Context: an optimization exercise on an open-source flow, tuned for small area. The choices shown serve that exercise and are no tape-out recipe. Where RTL was checked, it was by simulation tests only, not by an equivalence proof against the original. Power figures rest on the tool's default switching activity, not on a simulated workload.

## parking
module parking(
    input clk,
    input sw,
    input rst,
    input come, place, stop_car,
    output reg full_switch,
    output [15:0] stop_place_num_light,
    input leave,
    input [3:0] outplace_carnum,
    output reg count_down, empty_switch,
    output [6:0] money,
    output reg [6:0] stop_time,
    output [127:0] car_leave_light,
    input [3:0] keyboard_val,
    input pay,
    input empty, change,
    input [3:0] initial_money,
    input [2:0] per_money,
    input [3:0] place_number,
    output [119:0] information_light,
    output [55:0] pay_light,
    input time_end,
    output reg allpay
);
    function [7:0] seg_u;
        input [3:0] d;
        begin
            seg_u[0] = (d[2] & ~d[1] & ~d[0]) | (~d[3] & ~d[2] & ~d[1] & d[0]);
            seg_u[1] = (d[2] & ~d[1] & d[0]) | (d[2] & d[1] & ~d[0]);
            seg_u[2] = (~d[2] & d[1] & ~d[0]);
            seg_u[3] = (d[2] & ~d[1] & ~d[0]) | (d[2] & d[1] & d[0]) | (~d[3] & ~d[2] & ~d[1] & d[0]);
            seg_u[4] = (d[0]) | (d[2] & ~d[1]);
            seg_u[5] = (d[1] & d[0]) | (~d[2] & d[1]) | (~d[3] & ~d[2] & d[0]);
            seg_u[6] = (d[2] & d[1] & d[0]) | (~d[3] & ~d[2] & ~d[1]);
            seg_u[7] = 1'b1;
        end
  ...
==> flow/config.mk <==
export PLATFORM = sky130hd
export DESIGN_NAME = parking
export DESIGN_NICKNAME = parking
export VERILOG_FILES = /design/flow/design.v
export SDC_FILE = /design/flow/constraint.sdc
export NUM_CORES = 4
export LEC_CHECK = 0
export ABC_AREA = 1
export CAP_MARGIN = 20
export CORE_MARGIN = 2
export CORE_UTILIZATION = 40
export CTS_BUF_LIST = sky130_fd_sc_hd__clkbuf_8
export CTS_CLUSTER_DIAMETER = 60
export CTS_CLUSTER_SIZE = 20
export SLEW_MARGIN = 20
==> flow/constraint.sdc <==
create_clock -name core_clock -period 20.0 [get_ports {clk}]
set_input_delay 4.0000 -clock core_clock [delete_from_list [all_inputs] [get_ports {clk}]]
set_output_delay 4.0000 -clock core_clock [all_outputs]
set_load 0.01 [all_outputs]
standard.sh (not shown) runs the stock make flow with config.mk's settings and CLKGATE_MAP_FILE= SYNTH_SCRIPT=/design/flow/synth_recipe.tcl, a recipe that flattens the netlist after the stock synthesis.
==> flow/flow/run.sh <==
#!/bin/bash
# The standard layout with two changes:
#  - synthesis maps the logic with flow/abc_area.script instead of ORFS's ABC script (same
#    synthesis otherwise, so the registers are the standard synthesis's);
#  - the port buffers are the smallest buffer cell;
#  - the constant outputs share the tie cell synthesis gives them (no repair_tie_fanout).
set -euo pipefail
work=$PWD
# ORFS's synth.tcl, with abc given our script
sed 's|^source \$::env(SCRIPTS_DIR)/synth_preamble.tcl$|&\nset abc_args [lreplace $abc_args 1 1 '"$work"'/flow/abc_area.script]|' \
    "$FLOW_HOME/scripts/synth.tcl" > "$work/synth_abc.tcl"
grep -q "flow/abc_area.script" "$work/synth_abc.tcl"
# The standard flow's synthesis script, sourcing that copy
sed 's|\$::env(SCRIPTS_DIR)/synth.tcl|'"$work"'/synth_abc.tcl|' synth_recipe.tcl > "$work/synth_recipe_abc.tcl"
grep -q "synth_abc.tcl" "$work/synth_recipe_abc.tcl"
sed 's|synth_recipe.tcl|synth_recipe_abc.tcl|' standard.sh > standard_abc.sh
grep -q "synth_recipe_abc.tcl" standard_abc.sh
bash standard_abc.sh BUFFER_PORTS_ARGS="-buffer_cell sky130_fd_sc_hd__buf_1" SKIP_REPAIR_TIE_FANOUT=1 > standard.log 2>&1
==> flow/flow/abc_area.script <==
strash; &get -n; &deepsyn -T 20; &put; strash; &get -n; &dch -f; &nf -R 1000; &put; topo; stime -c
The first run finished clean.
==> next run, changes <==
Settings changed: CORE_UTILIZATION 40 to 60, CTS_CLUSTER_DIAMETER 60 to 80, CTS_CLUSTER_SIZE 20 to 16.
After rerunning: Sequential share of layout area climbs by 0.69 points; count of clock-buffer cells in the layout is unchanged; global-route usage climbs by 9.5 points; final area drops by about 2.2%.

Another version of the RTL of parking (not shown whole).
Size: about 200 flip-flops, roughly 370 I/O pins.
==> flow/design.v (excerpt) <==
module parking(
    input clk,
    input sw,
    input rst,
    input come, place, stop_car,
    output reg full_switch,
    output [15:0] stop_place_num_light,
    input leave,
    input [3:0] outplace_carnum,
    output reg count_down, empty_switch,
    output [6:0] money,
    output reg [6:0] stop_time,
    output [127:0] car_leave_light,
    input [3:0] keyboard_val,
    input pay,
    input empty, change,
    input [3:0] initial_money,
    input [2:0] per_money,
    input [3:0] place_number,
    output [119:0] information_light,
    output [55:0] pay_light,
    input time_end,
    output reg allpay
);
export LEC_CHECK = 0
export ABC_AREA = 1
export CAP_MARGIN = 20
export CORE_MARGIN = 2
export CORE_UTILIZATION = 40
export CTS_BUF_LIST = sky130_fd_sc_hd__clkbuf_4
export SLEW_MARGIN = 20
create_clock -name core_clock -period 20.0 [get_ports {clk}]
run.sh (not shown) runs the stock make flow with config.mk's settings and CLKGATE_MAP_FILE= SYNTH_SCRIPT=/design/flow/synth_recipe.tcl, a recipe that flattens the netlist after the stock synthesis.
Stock flow here: none of the scripts above is used.
Change:
==> flow/flow/run.sh (new file) <==
#!/bin/bash
# The standard layout, with the port buffers made from the smallest buffer cell.
set -euo pipefail
bash standard.sh BUFFER_PORTS_ARGS="-buffer_cell sky130_fd_sc_hd__buf_1" > standard.log 2>&1
==> flow/standard.sh (new file) <==
#!/bin/bash
# synth_recipe.tcl (not shown) runs the flow's synth.tcl, then flattens the netlist and writes it again
# the make line also repeats each setting of config.mk as NAME=value (left out here)
make -C /OpenROAD-flow-scripts/flow DESIGN_CONFIG=/design/flow/config.mk WORK_HOME=/design/flow/orfs CLKGATE_MAP_FILE= SYNTH_SCRIPT=/design/flow/synth_recipe.tcl "${@:-finish}"
removed: flow/run.sh
Power is lower by about 1.1%. Area after synthesis is unchanged. Non-clock buffer count is higher by 1. Count of clock-buffer cells in the layout is higher by 2. Sequential power hardly moves. Flip-flop and latch count is unchanged. Setup slack is better by 370 ps.
No run of this note included a check of the RTL's function; only the layout flow was run.

parking with an RTL version that a note above also has.
Size in the first run: roughly 1600 cells after synthesis, roughly 200 flip-flops, about 370 I/O pins, ~13000 µm² of cells after synthesis.
export LEC_CHECK = 0
export ABC_AREA = 1
export CAP_MARGIN = 20
export CORE_MARGIN = 2
export CORE_UTILIZATION = 40
export CTS_BUF_LIST = sky130_fd_sc_hd__clkbuf_8
export CTS_CLUSTER_DIAMETER = 80
export CTS_CLUSTER_SIZE = 16
export SLEW_MARGIN = 20
create_clock -name core_clock -period 20.0 [get_ports {clk}]
standard.sh (not shown) runs the stock make flow with config.mk's settings and CLKGATE_MAP_FILE= SYNTH_SCRIPT=/design/flow/synth_recipe.tcl, a recipe that flattens the netlist after the stock synthesis.
==> flow/flow/run.sh <==
#!/bin/bash
# The standard layout with two changes:
#  - synthesis maps the logic with flow/abc_area.script instead of ORFS's ABC script (same
#    synthesis otherwise, so the registers are the standard synthesis's);
#  - the port buffers are the smallest buffer cell;
#  - the constant outputs share the tie cell synthesis gives them (no repair_tie_fanout).
set -euo pipefail
work=$PWD
# ORFS's synth.tcl, with abc given our script
sed 's|^source \$::env(SCRIPTS_DIR)/synth_preamble.tcl$|&\nset abc_args [lreplace $abc_args 1 1 '"$work"'/flow/abc_area.script]|' \
    "$FLOW_HOME/scripts/synth.tcl" > "$work/synth_abc.tcl"
grep -q "flow/abc_area.script" "$work/synth_abc.tcl"
# The standard flow's synthesis script, sourcing that copy
sed 's|\$::env(SCRIPTS_DIR)/synth.tcl|'"$work"'/synth_abc.tcl|' synth_recipe.tcl > "$work/synth_recipe_abc.tcl"
grep -q "synth_abc.tcl" "$work/synth_recipe_abc.tcl"
sed 's|synth_recipe.tcl|synth_recipe_abc.tcl|' standard.sh > standard_abc.sh
grep -q "synth_recipe_abc.tcl" standard_abc.sh
bash standard_abc.sh BUFFER_PORTS_ARGS="-buffer_cell sky130_fd_sc_hd__buf_1" SKIP_REPAIR_TIE_FANOUT=1 > standard.log 2>&1
Scripts as last shown in full above: flow/flow/abc_area.script
The baseline completed without violations.
Next try:
CORE_UTILIZATION = 75   (was 40)
=> Synthesized area stays the same. Register-to-register slack is about the same. Setup slack is worse by 0.19 ns. Routed wire length goes down by about 1.6%. First-iteration DRC count goes up by 34%.
Next try:
==> flow/flow/abc_area.script (replaced) <==
strash; &get -n; &deepsyn -J 50; &put; strash; &get -n; &dch -f; &nf -R 1000; &put; topo; stime -c
CORE_UTILIZATION = 40   (was 75)
=> Sequential share of layout area goes down by 0.60 points; total power goes up by 1.3%; clock-buffer cell count goes up by 2; utilization goes down by 35 points; wire length goes up by 1.6%; die area goes up by 85%; worst setup slack improves by 0.19 ns; first-iteration DRC count goes down by 26%; combinational power stays flat; non-clock buffer count is unchanged.
Next try:
==> flow/flow/abc_area.script (replaced) <==
strash; &get -n; &deepsyn -T 20; &put; strash; &get -n; &dch -f; &nf -R 1000; &put; topo; stime -c
GPL_TIMING_DRIVEN = 0   (was unset)
Outcome: The new run ran to the end with no violations; setup slack loses 0.33 ns; area after synthesis stays the same; total power increases by 5.7%; hold slack stays flat; via count grows by 6.9%.

parking, a different RTL version from the one above (not shown whole).
For scale: roughly 200 flip-flops, about 370 I/O pins, ~0.015 mm2 of cells after synthesis.
clock: 20.0 ns
lec_check: 0
abc_area: 1
cap_margin: 20
core_margin: 2
core_utilization: 40
cts_buf_list: sky130_fd_sc_hd__clkbuf_16
cts_cluster_diameter: 100
cts_cluster_size: 40
slew_margin: 20
==> flow/flow/run.sh <==
#!/bin/bash
# The standard layout, with the port buffers made from the smallest buffer cell.
set -euo pipefail
bash standard.sh BUFFER_PORTS_ARGS="-buffer_cell sky130_fd_sc_hd__buf_1" > standard.log 2>&1
The first run ran to the end with no violations.
Rerun with:
- CTS_BUF_LIST: sky130_fd_sc_hd__clkbuf_16 -> sky130_fd_sc_hd__clkbuf_8
- CTS_CLUSTER_DIAMETER: 100 -> 80
- CTS_CLUSTER_SIZE: 40 -> 16
Outcome:
- The new run completed with no timing, DRC or antenna violations
- power falls by about 8%
- utilization fell by 0.43 points
- setup slack is better by 0.021 ns
- sequential share of layout area increases by 0.27 points
- maximum frequency hardly moves

==> static timing again, ports no longer ideal <==
No port has a modelled driver above. Below, the same layouts with a new extraction and two added sets of constraints. Step 1 sets driving cells, clkbuf_16 on the clock port and buf_2 on the other inputs (assumed; they add their load-dependent delay and slew). Step 2, shift: input delay + t, output delay - t, t = (earliest + latest rising clock arrival at the registers) / 2. This alone moves slack from input paths to output paths. a / b / c = no drivers / after step 1 / after step 2; a / b = the first two.
run	shift t [ns]	slack for setup (ns)	worst setup path at the end	worst register clock-pin slew, ns	pins driven straight from the clock port
the first run of note 1	0.579	10.506 / 10.497 / 9.918	input to register	0.12 / 0.12	1
the second run of note 1	0.554	10.591 / 10.577 / 10.023	input to register	0.11 / 0.11	1
the first run of note 2	0.732	11.080 / 11.032 / 10.365	input to register	0.07 / 0.07	1
the second run of note 2	0.734	11.450 / 11.434 / 10.705	input to register	0.08 / 0.08	1
the first run of note 3	0.549	10.505 / 10.493 / 9.943	input to register	0.11 / 0.11	1
the second run of note 3	0.542	10.319 / 10.310 / 9.768	input to register	0.11 / 0.11	1
the third run of note 3	0.549	10.505 / 10.493 / 9.943	input to register	0.11 / 0.11	1
the fourth run of note 3	0.572	10.177 / 10.172 / 9.600	input to register	0.11 / 0.11	1
the first run of note 4	0.534	10.997 / 11.003 / 10.469	input to register	0.12 / 0.12	1
the second run of note 4	0.559	11.019 / 11.023 / 10.463	input to register	0.11 / 0.11	1
After both steps every run listed still meets setup and hold. The setup slack of the second run of note 2, which loses most, moves by -0.016 ns with the drivers and by -0.745 ns with both steps.
